Background: an optimization exercise with open tools, aiming at small area, a short achievable clock period and few clock cycles. Do not read the settings as production practice. Function was checked by simulation only, so behaviour that the tests miss may differ from the original. Power is estimated from default activity; no workload was simulated.

==> flow/design.v <==
`default_nettype none
module control #(
  parameter W = 16,
  parameter N = 3
) (
  input  wire                         i_clk,
  input  wire                         i_rst,
  input  wire                         i_en,
  input  wire                         i_mode,
  input  wire [    W * N * N - 1 : 0] i_A,
  input  wire [    W * N * N - 1 : 0] i_B,
  output wire [    W * N * N - 1 : 0] o_C,
  output wire                         o_done
);
  localparam [3:0] LAST = 4'd11;
  reg [3:0] cnt;
  reg       done;
  always @(posedge i_clk) begin
    if (i_rst | ~i_en) begin
      cnt  <= 4'd0;
      done <= 1'b0;
    end else begin
      if (cnt != LAST) cnt <= cnt + 4'd1;
      done <= (cnt >= LAST - 4'd1);
    end
  end
  assign o_done = done;
  reg mode;
  always @(posedge i_clk) mode <= i_mode;
  reg [15:0] a_op;
  reg [15:0] b_op0, b_op1, b_op2;
  always @(posedge i_clk) begin
    case (cnt)
      4'd0: a_op <= i_A[0*16 +: 16];
      4'd1: a_op <= i_A[1*16 +: 16];
      4'd2: a_op <= i_A[2*16 +: 16];
      4'd3: a_op <= i_A[3*16 +: 16];
      4'd4: a_op <= i_A[4*16 +: 16];
      4'd5: a_op <= i_A[5*16 +: 16];
      4'd6: a_op <= i_A[6*16 +: 16];
      4'd7: a_op <= i_A[7*16 +: 16];
      default: a_op <= i_A[8*16 +: 16];
    endcase
    if (cnt < 4'd3) begin
      b_op0 <= i_B[0*16 +: 16]; b_op1 <= i_B[1*16 +: 16]; b_op2 <= i_B[2*16 +: 16];
    end else if (cnt < 4'd6) begin
      b_op0 <= i_B[3*16 +: 16]; b_op1 <= i_B[4*16 +: 16]; b_op2 <= i_B[5*16 +: 16];
    end else begin
      b_op0 <= i_B[6*16 +: 16]; b_op1 <= i_B[7*16 +: 16]; b_op2 <= i_B[8*16 +: 16];
    end
  end
  reg clr;
  always @(posedge i_clk) clr <= (cnt <= 4'd2);
  wire [47:0] c0, c1, c2;
  mac_lane lane0(.clk(i_clk), .mode(mode), .clr(clr), .a(a_op), .b(b_op0), .r0(c0[32 +: 16]), .r1(c0[16 +: 16]), .r2(c0[0 +: 16]));
  mac_lane lane1(.clk(i_clk), .mode(mode), .clr(clr), .a(a_op), .b(b_op1), .r0(c1[32 +: 16]), .r1(c1[16 +: 16]), .r2(c1[0 +: 16]));
  mac_lane lane2(.clk(i_clk), .mode(mode), .clr(clr), .a(a_op), .b(b_op2), .r0(c2[32 +: 16]), .r1(c2[16 +: 16]), .r2(c2[0 +: 16]));
  assign o_C[0*16 +: 16] = c0[0 +: 16];
  assign o_C[1*16 +: 16] = c1[0 +: 16];
  assign o_C[2*16 +: 16] = c2[0 +: 16];
  assign o_C[3*16 +: 16] = c0[16 +: 16];
  assign o_C[4*16 +: 16] = c1[16 +: 16];
  assign o_C[5*16 +: 16] = c2[16 +: 16];
  assign o_C[6*16 +: 16] = c0[32 +: 16];
  assign o_C[7*16 +: 16] = c1[32 +: 16];
  assign o_C[8*16 +: 16] = c2[32 +: 16];
endmodule
module mac_lane (
  input  wire        clk,
  input  wire        mode,
  input  wire        clr,
  input  wire [15:0] a,
  input  wire [15:0] b,
  output reg  [15:0] r0,
  output reg  [15:0] r1,
  output reg  [15:0] r2
);
  wire [15:0] p;
  fmul u_mul(.mode(mode), .a(a), .b(b), .c(p));
  reg [15:0] p_q;
  always @(posedge clk) p_q <= p;
  wire [15:0] sum;
  fadd u_add(.mode(mode), .x(p_q), .y(r2), .c(sum));
  always @(posedge clk) begin
    r0 <= sum;
    r1 <= r0;
    r2 <= clr ? 16'h0000 : r1;
  end
endmodule
module fmul (
  input  wire        mode,
  input  wire [15:0] a,
  input  wire [15:0] b,
  output wire [15:0] c
);
  wire [6:0] ma7 = a[7] ? -a[6:0] : a[6:0];
  wire [6:0] mb7 = b[7] ? -b[6:0] : b[6:0];
  wire [10:0] x = mode ? {1'b1, a[9:0]} : {4'b0, ma7};
  wire [10:0] y = mode ? {1'b1, b[9:0]} : {4'b0, mb7};
  wire [21:0] p = x * y;
  wire [5:0] s = a[14:10] + b[14:10];
  wire ovf = s >= 6'd47;
  wire unf = s < 6'd15;
  wire [4:0] e = s[4:0] - 5'd15;
  wire [4:0] ex = p[21] ? e + 5'd1 : e;
  wire [9:0] mt = p[21] ? p[20:11] : p[19:10];
  wire sg = a[15] ^ b[15];
  wire zero = ~|a | ~|b;
  wire [15:0] fp = zero ? 16'h0000 : unf ? {sg, 15'b0} : ovf ? {sg, 5'b11111, 10'b0} : {sg, ex, mt};
  wire neg = a[7] ^ b[7];
  wire pz = (a[6:0] == 7'd0) | (b[6:0] == 7'd0);
  assign c = mode ? fp : {neg, neg & pz, p[13:0]};
endmodule
module fadd (
  input  wire        mode,
  input  wire [15:0] x,
  input  wire [15:0] y,
  output wire [15:0] c
);
  wire neg = x[15];
  wire [15:0] isum0 = y + {neg, neg, x[13:0] ^ {14{neg}}} + {15'd0, neg};
  wire [15:0] isum = {isum0[15] ^ x[14], isum0[14:0]};
  wire [4:0] ex = x[14:10], ey = y[14:10];
  wire xz = (x[14:0] == 15'd0);
  wire yz = (y[14:0] == 15'd0);
  wire byp = xz | yz;
  wire sub = (x[15] ^ y[15]) & ~byp;
  wire xgt = x[14:0] > y[14:0];
  wire xbig = ~xz & (yz | xgt);
  wire [4:0] dxy = ex - ey;
  wire [4:0] dyx = ey - ex;
  wire [4:0] d = xbig ? dxy : dyx;
  wire [4:0] eb = xbig ? ex : ey;
  wire [9:0] mb = xbig ? x[9:0] : y[9:0];
  wire [9:0] ms = xbig ? y[9:0] : x[9:0];
  wire sg = xbig ? x[15] : y[15];
  wire [10:0] alx = {~byp, x[9:0] & {10{~byp}}} >> dyx;
  wire [10:0] aly = {~byp, y[9:0] & {10{~byp}}} >> dxy;
  wire [10:0] al = xbig ? aly : alx;
  wire [11:0] sum = {1'b0, 1'b1, mb} + {1'b0, al ^ {11{sub}}} + {11'd0, sub};
  wire [10:0] m = sum[10:0];
  reg [2:0] nz;
  always @(*) begin
    if (m[10:4] == 7'b0000001) nz = 3'd6;
    else if (m[10:5] == 6'b000001) nz = 3'd5;
    else if (m[10:6] == 5'b00001) nz = 3'd4;
    else if (m[10:7] == 4'b0001) nz = 3'd3;
    else if (m[10:8] == 3'b001) nz = 3'd2;
    else if (m[10:9] == 2'b01) nz = 3'd1;
    else nz = 3'd0;
  end
  wire [10:0] mn = m << nz;
  wire [14:0] r = sub ? {eb - {2'b0, nz}, mn[9:0]} :
                  sum[11] ? {eb + 5'd1, m[10:1]} : {eb, m[9:0]};
  assign c = mode ? {sg, r} : isum;
endmodule
`default_nettype wire
Settings: LEC_CHECK=0, CAP_MARGIN=20, CORE_MARGIN=2, CORE_UTILIZATION=40, SLEW_MARGIN=20; clock period 32.0 ns.
standard.sh (not shown) runs the stock make flow with config.mk's settings and CLKGATE_MAP_FILE= SYNTH_SCRIPT=/design/flow/synth_recipe.tcl, a recipe that flattens the netlist after the stock synthesis.
==> flow/flow/run.sh <==
#!/bin/bash
# The standard flow, with plain buffers (buf_2) on the ports, ABC's area
# script, and timing repair asked to leave 24.5 ns of setup slack
bash standard.sh BUFFER_PORTS_ARGS="-buffer_cell sky130_fd_sc_hd__buf_2" SETUP_SLACK_MARGIN=24.5 ABC_AREA=1 finish > standard.log 2>&1
Testbench counts at the start, summed over its fixed seeds: cycles 38,400.
Change:
==> flow/flow/run.sh (replaced) <==
#!/bin/bash
# The standard flow, with plain buffers (buf_1) on the ports, and timing
# repair asked to leave 24.5 ns of setup slack
bash standard.sh BUFFER_PORTS_ARGS="-buffer_cell sky130_fd_sc_hd__buf_1" SETUP_SLACK_MARGIN=24.5 finish > standard.log 2>&1
- CORE_UTILIZATION: 40 -> 65
- PLACE_DENSITY: not set -> 0.75
The new run finished clean.
First-iteration DRC count rose by 37%.
Die area falls by 38%.
Count of clock-buffer cells in the layout falls by 2.
Cell area drops by about 1.7%.
Routed wire length drops by 6.9%.
Synthesized area drops by 0.35%.
Cell count is lower by about 18%.
Setup slack is worse by 11 ps.
Total power decreases by about 14%.
Global-route usage grows by 14 points.
Change:
==> flow/flow/run.sh (replaced) <==
#!/bin/bash
# The standard flow, with plain buffers (buf_2) on the ports, and timing
# repair asked to leave 24.5 ns of setup slack
bash standard.sh BUFFER_PORTS_ARGS="-buffer_cell sky130_fd_sc_hd__buf_2" SETUP_SLACK_MARGIN=24.5 finish > standard.log 2>&1
- CORE_UTILIZATION: 65 -> 40
- PLACE_DENSITY: 0.75 -> not set
Wire length rose by 2.6%; final area rose by 2.4%; register-to-register slack is better by 170 ps; area after synthesis stays the same; combinational power fell by about 2%; global-route usage fell by 15 points; total power fell by 1.3%; clock-buffer cell count fell by 2; critical path depth rose by 1.
Change:
==> flow/flow/run.sh (replaced) <==
#!/bin/bash
# The standard flow, with plain buffers (buf_1) on the ports, timing
# repair asked to leave 24.5 ns of setup slack, larger clock-sink clusters
bash standard.sh BUFFER_PORTS_ARGS="-buffer_cell sky130_fd_sc_hd__buf_1" SETUP_SLACK_MARGIN=24.5 finish > standard.log 2>&1
- CTS_CLUSTER_DIAMETER: not set -> 80
- CTS_CLUSTER_SIZE: not set -> 24
The changed run went through all stages and came out clean.
Critical path depth stays the same.
Core utilization drops by 0.44 points.
Die area does not change.
First-iteration DRC count climbs by a little under a tenth.

port drivers added, routing unchanged:
The results above use ideal ports. As a check the final layouts listed here were re-extracted and re-timed, cells and wires unchanged. Step 1: set_driving_cell puts a clkbuf_16 on i_clk and a buf_2 on each other input, an assumption about the parent block. Step 2 also shifts input and output timing later by t, the mid clock arrival at the registers, as if the neighbouring blocks saw the same clock. Three values: no drivers, after step 1, after step 2; two values: the first two.
| run | shift t [ns] | slack for setup (ns) | hold slack, ns |
|---|---|---|---|
| the first run | 0.640 | 24.496 / 24.427 / 24.199 | 0.339 / 0.339 / 0.339 |
| the second run | 0.669 | 24.485 / 24.420 / 24.271 | 0.337 / 0.337 / 0.337 |
| the third run | 0.630 | 24.458 / 24.396 / 24.196 | 0.328 / 0.328 / 0.328 |
| the fourth run | 0.643 | 24.471 / 24.409 / 24.207 | 0.350 / 0.350 / 0.350 |
After both steps every run listed still meets setup and hold. For the first run, which loses most, drivers alone change the setup slack by -0.069 ns; drivers and shift together by -0.297 ns.
